What follows belongs to an exercise in optimizing a design on an open flow for small area; a production flow would make more cautious choices.
Function was checked by simulation only, so behaviour that the tests miss may differ from the original.
Power and IR drop assume default switching activity.

Setup of run 1:
==> flow/design.v (excerpt) <==
module fpga2(
    input clk,
    input rst,
    input volUP,
    input volDOWN,
    input candy,
    input increase,
    input decrease,
    input open,
    input mute,
    input play,
    input mode,
    output audio_mclk,
    output audio_lrck,
    output audio_sck,
    output audio_sdin,
    output reg IA,
    output IB,
    output reg IIA,
    output IIB,
    output [3:0] DIGIT,
    output [6:0] DISPLAY
);
For scale: ~760 cells after synthesis, ~30 I/O pins, about 0.0057 mm2 of cells after synthesis.
Settings: LEC_CHECK=0, ABC_AREA=1, CAP_MARGIN=20, CORE_MARGIN=2, CORE_UTILIZATION=55, SLEW_MARGIN=20, SYNTH_MEMORY_MAX_BITS=65536; clock period 150.0 ns.
standard.sh (not shown) runs the stock make flow with config.mk's settings and CLKGATE_MAP_FILE= SYNTH_SCRIPT=/design/flow/synth_recipe.tcl, a recipe that flattens the netlist after the stock synthesis.
==> flow/flow/run.sh <==
#!/bin/bash
# Own layout flow: the standard synthesis (unchanged), then an area
# re-mapping of its combinational logic with ABC (flip-flops untouched; 12
# randomised deepsyn runs, 4 at a time, the smallest kept and proved
# equivalent to the standard netlist, else the standard netlist is used), then the standard ORFS steps
# from floorplan to finish with 1x port buffers and a clock tree of clkbuf_4
# without dummy loads. Each tool's output goes to its own log here.
set -euo pipefail
W=$PWD
R=$W/orfs/results/sky130hd/fpga2/base
YOSYS=$(command -v yosys || echo /OpenROAD-flow-scripts/tools/install/yosys/bin/yosys)
export LIBF=$FLOW_HOME/platforms/sky130hd/lib/sky130_fd_sc_hd__tt_025C_1v80.lib
export FLOW_TOP
DU=""
for c in $(sed -n '/DONT_USE_CELLS += /,/^#/p' $FLOW_HOME/platforms/sky130hd/config.mk | grep -o 'sky130_fd_sc_hd__[a-z0-9_]*'); do DU="$DU -dont_use $c"; done
export DONT_USE_ARGS="$DU"

bash standard.sh synth > log_synth_standard.txt 2>&1
cp $R/1_2_yosys.v $W/synth_standard.v

for B in 0 4 8; do
  for S in $((B+1)) $((B+2)) $((B+3)) $((B+4)); do
    printf 'strash\n&get -n\n&deepsyn -T 60 -S %s\n&put\ndch\namap\n' $S > $W/area_$S.abc
    ( IN_V=$W/synth_standard.v OUT_V=$W/synth_reopt_$S.v STAT_OUT=$W/reopt_stat_$S.txt \
      ABC_SCRIPT=$W/area_$S.abc ABC_CONSTR=$W/flow/abc.constr \
      timeout 900 $YOSYS -c flow/reopt.tcl > log_reopt_yosys_$S.txt 2>&1 || true ) &
  done
  wait
done

BEST=""; BA=""
for S in 1 2 3 4 5 6 7 8 9 10 11 12; do
  [ -s $W/synth_reopt_$S.v ] || continue
  A=$(grep "Chip area for module" $W/reopt_stat_$S.txt | awk '{print $NF}')
  if [ -z "$BA" ] || awk "BEGIN{exit !($A < $BA)}"; then BA=$A; BEST=$S; fi
done
echo "best reopt: $BEST area $BA" > reopt_choice.txt

if [ -n "$BEST" ] && GOLD_V=$W/synth_standard.v GATE_V=$W/synth_reopt_$BEST.v \
     timeout 900 $YOSYS -c flow/equiv.tcl > log_equiv_yosys.txt 2>&1; then
  echo "equivalence proved; using re-mapped netlist $BEST" >> reopt_choice.txt
  cp $W/synth_reopt_$BEST.v $R/1_2_yosys.v
  rm -f $R/1_synth.odb $R/1_synth.sdc
else
  echo "no proved re-mapped netlist; using the standard netlist" >> reopt_choice.txt
fi

bash standard.sh finish \
  "BUFFER_PORTS_ARGS=-buffer_cell sky130_fd_sc_hd__buf_1" \
  "CTS_ARGS=-sink_clustering_enable -repair_clock_nets -dont_use_dummy_load -buf_list sky130_fd_sc_hd__clkbuf_4" \
  > log_orfs_finish.txt 2>&1
Other scripts of this flow, unchanged in this note and not shown: flow/flow/abc.constr, flow/flow/equiv.tcl, flow/flow/reopt.tcl
The inputs of run 2 differ from those of run 1 as listed below.
- CORE_UTILIZATION changed from 55 to 40
-- flow/flow/run.sh --
<<< run 1, line 2
# Own layout flow: the standard synthesis (unchanged), then an area
# re-mapping of its combinational logic with ABC (flip-flops untouched; 12
# randomised deepsyn runs, 4 at a time, the smallest kept and proved
# equivalent to the standard netlist, else the standard netlist is used), then the standard ORFS steps
# from floorplan to finish with 1x port buffers and a clock tree of clkbuf_4
>>> run 2, line 2
# Own layout flow: the standard synthesis (unchanged), then an area
# re-mapping of its combinational logic with ABC (flip-flops untouched; a few
# randomised runs, the smallest kept, and proved equivalent to the standard
# netlist, else the standard netlist is used), then the standard ORFS steps
# from floorplan to finish with 1x port buffers and a clock tree of clkbuf_4
<<< run 1, line 20

for B in 0 4 8; do
  for S in $((B+1)) $((B+2)) $((B+3)) $((B+4)); do
>>> run 2, line 20

for B in 0 4; do
  for S in $((B+1)) $((B+2)) $((B+3)) $((B+4)); do
<<< run 1, line 31
BEST=""; BA=""
for S in 1 2 3 4 5 6 7 8 9 10 11 12; do
  [ -s $W/synth_reopt_$S.v ] || continue
>>> run 2, line 31
BEST=""; BA=""
for S in 1 2 3 4 5 6 7 8; do
  [ -s $W/synth_reopt_$S.v ] || continue
## What came out
- Going from run 1 to run 2, post-layout utilization of the core went down; wire length of the first global-routing pass did not really move; DRC violation total after the first TritonRoute iteration went down; number of rows in the core area went up.
- Compared with run 1, the detailed router inserted fewer vias in run 2.
- ~same DRC violation count after routing in run 1 and run 2
- Delta (run 2 minus run 1): total power +about 0.7%; worst hold slack -0.0088 ns; final wirelength +5.2%.


fpga2, a different RTL version from the one above (not shown whole).
Size in the first run: about 5700 µm² of cells after synthesis.
Settings: LEC_CHECK=0, ABC_AREA=1, CAP_MARGIN=20, CORE_MARGIN=2, CORE_UTILIZATION=55, GPL_TIMING_DRIVEN=0, SLEW_MARGIN=20, SYNTH_MEMORY_MAX_BITS=65536; clock period 150.0 ns.
==> flow/flow/run.sh <==
#!/bin/bash
# Own layout flow: the standard synthesis (unchanged), then an area
# re-mapping of its combinational logic with ABC (flip-flops untouched; 12
# randomised deepsyn runs, 4 at a time, the smallest kept and proved
# equivalent to the standard netlist, else the standard netlist is used), then the standard ORFS steps
# from floorplan to finish with 1x port buffers and a clock tree of clkbuf_4
# without dummy loads; placement is not timing-driven (no timing buffers),
# so the synthesis pass-through buffers are removed before it. Each tool's output goes to its own log here.
set -euo pipefail
W=$PWD
R=$W/orfs/results/sky130hd/fpga2/base
YOSYS=$(command -v yosys || echo /OpenROAD-flow-scripts/tools/install/yosys/bin/yosys)
export LIBF=$FLOW_HOME/platforms/sky130hd/lib/sky130_fd_sc_hd__tt_025C_1v80.lib
export FLOW_TOP
DU=""
for c in $(sed -n '/DONT_USE_CELLS += /,/^#/p' $FLOW_HOME/platforms/sky130hd/config.mk | grep -o 'sky130_fd_sc_hd__[a-z0-9_]*'); do DU="$DU -dont_use $c"; done
export DONT_USE_ARGS="$DU"

bash standard.sh synth > log_synth_standard.txt 2>&1
cp $R/1_2_yosys.v $W/synth_standard.v

# deepsyn seeds, 4 at a time (the first ones gave the smallest results for
# this design in trial runs)
SEEDS=(26 25 8 19 20 16 17 18 1 2 3 4)
for B in 0 4 8; do
  for S in ${SEEDS[@]:$B:4}; do
    printf 'strash\n&get -n\n&deepsyn -T 60 -S %s\n&put\ndch\namap\n' $S > $W/area_$S.abc
    ( IN_V=$W/synth_standard.v OUT_V=$W/synth_reopt_$S.v STAT_OUT=$W/reopt_stat_$S.txt \
      ABC_SCRIPT=$W/area_$S.abc ABC_CONSTR=$W/flow/abc.constr \
      timeout 900 $YOSYS -c flow/reopt.tcl > log_reopt_yosys_$S.txt 2>&1 || true ) &
  done
  wait
done

BEST=""; BA=""
for S in ${SEEDS[@]}; do
  [ -s $W/synth_reopt_$S.v ] || continue
  A=$(grep "Chip area for module" $W/reopt_stat_$S.txt | awk '{print $NF}')
  if [ -z "$BA" ] || awk "BEGIN{exit !($A < $BA)}"; then BA=$A; BEST=$S; fi
done
echo "best reopt: $BEST area $BA" > reopt_choice.txt

if [ -n "$BEST" ] && GOLD_V=$W/synth_standard.v GATE_V=$W/synth_reopt_$BEST.v \
     timeout 900 $YOSYS -c flow/equiv.tcl > log_equiv_yosys.txt 2>&1; then
  echo "equivalence proved; using re-mapped netlist $BEST" >> reopt_choice.txt
  cp $W/synth_reopt_$BEST.v $R/1_2_yosys.v
  rm -f $R/1_synth.odb $R/1_synth.sdc
else
  echo "no proved re-mapped netlist; using the standard netlist" >> reopt_choice.txt
fi

bash standard.sh finish \
  "PRE_GLOBAL_PLACE_TCL=$W/flow/pre_gpl.tcl" \
  "BUFFER_PORTS_ARGS=-buffer_cell sky130_fd_sc_hd__buf_1" \
  "CTS_ARGS=-sink_clustering_enable -repair_clock_nets -dont_use_dummy_load -buf_list sky130_fd_sc_hd__clkbuf_4" \
  > log_orfs_finish.txt 2>&1
==> flow/flow/pre_gpl.tcl <==
# Before global placement: remove the synthesis buffers (the pass-through
# buffers the netlist writer needs), as the standard flow does when its
# placement is timing-driven.
remove_buffers
Other scripts of this flow, unchanged in this note and not shown: flow/flow/abc.constr, flow/flow/equiv.tcl, flow/flow/reopt.tcl
Edit:
--- a/flow/flow/run.sh
+++ b/flow/flow/run.sh
@@ -6,4 +6,3 @@
 # from floorplan to finish with 1x port buffers and a clock tree of clkbuf_4
-# without dummy loads; placement is not timing-driven (no timing buffers),
-# so the synthesis pass-through buffers are removed before it. Each tool's output goes to its own log here.
+# without dummy loads. Each tool's output goes to its own log here.
 set -euo pipefail
@@ -21,7 +20,4 @@
 
-# deepsyn seeds, 4 at a time (the first ones gave the smallest results for
-# this design in trial runs)
-SEEDS=(26 25 8 19 20 16 17 18 1 2 3 4)
 for B in 0 4 8; do
-  for S in ${SEEDS[@]:$B:4}; do
+  for S in $((B+1)) $((B+2)) $((B+3)) $((B+4)); do
     printf 'strash\n&get -n\n&deepsyn -T 60 -S %s\n&put\ndch\namap\n' $S > $W/area_$S.abc
@@ -35,3 +31,3 @@
 BEST=""; BA=""
-for S in ${SEEDS[@]}; do
+for S in 1 2 3 4 5 6 7 8 9 10 11 12; do
   [ -s $W/synth_reopt_$S.v ] || continue
@@ -52,3 +48,2 @@
 bash standard.sh finish \
-  "PRE_GLOBAL_PLACE_TCL=$W/flow/pre_gpl.tcl" \
   "BUFFER_PORTS_ARGS=-buffer_cell sky130_fd_sc_hd__buf_1" \
removed: flow/flow/pre_gpl.tcl
The changed run produced a clean layout.
Clock skew decreases by 0.0033 ns.
Synthesized cell count went up by a few percent.
Wire length goes up by a few percent.
Worst setup slack improved by 0.32 ns.
Hold slack got worse by 0.010 ns.
Combinational power grows by roughly a tenth.
Via count grows by a few percent.
Cell area came out higher by a few percent.
Global-route usage came out higher by 0.51 points.
Clock power hardly moves.
Total power is higher by a few percent.

-- afterwards: timing with drivers on the ports --
Ports are ideal in the flow. The routed layouts listed here were re-timed in OpenROAD. Step 1 (the two cells are an assumption about what drives the block):
set clk [get_ports {clk}]
set_driving_cell -lib_cell sky130_fd_sc_hd__clkbuf_16 $clk
set_driving_cell -lib_cell sky130_fd_sc_hd__buf_2 [delete_from_list [all_inputs] $clk]
Step 2 moves the port delays by t, midway between the first and last clock arrival at a register: inputs arrive t later, outputs are due t later. That takes back most of the time a late clock gives input paths. Three values: ideal ports, drivers, drivers and shift; two values: the first two.
| run | shift t [ns] | setup slack, ns | worst hold slack (ns) | slew at the worst register clock pin (ns) |
|---|---|---|---|---|
| run 1 | 0.519 | 115.717 / 115.726 / 115.207 | 0.409 / 0.409 / 0.409 | 0.10 / 0.10 |
| run 2 | 0.531 | 115.776 / 115.790 / 115.259 | 0.400 / 0.400 / 0.400 | 0.11 / 0.11 |
| the first run of note 2 | 0.531 | 115.665 / 115.677 / 115.146 | 0.449 / 0.449 / 0.449 | 0.11 / 0.11 |
| the second run of note 2 | 0.548 | 115.989 / 115.996 / 115.448 | 0.439 / 0.439 / 0.439 | 0.10 / 0.10 |
After both steps setup and hold are still met in every run listed. The setup slack of the second run of note 2, which loses most, moves by +0.007 ns with the drivers and by -0.541 ns with both steps.
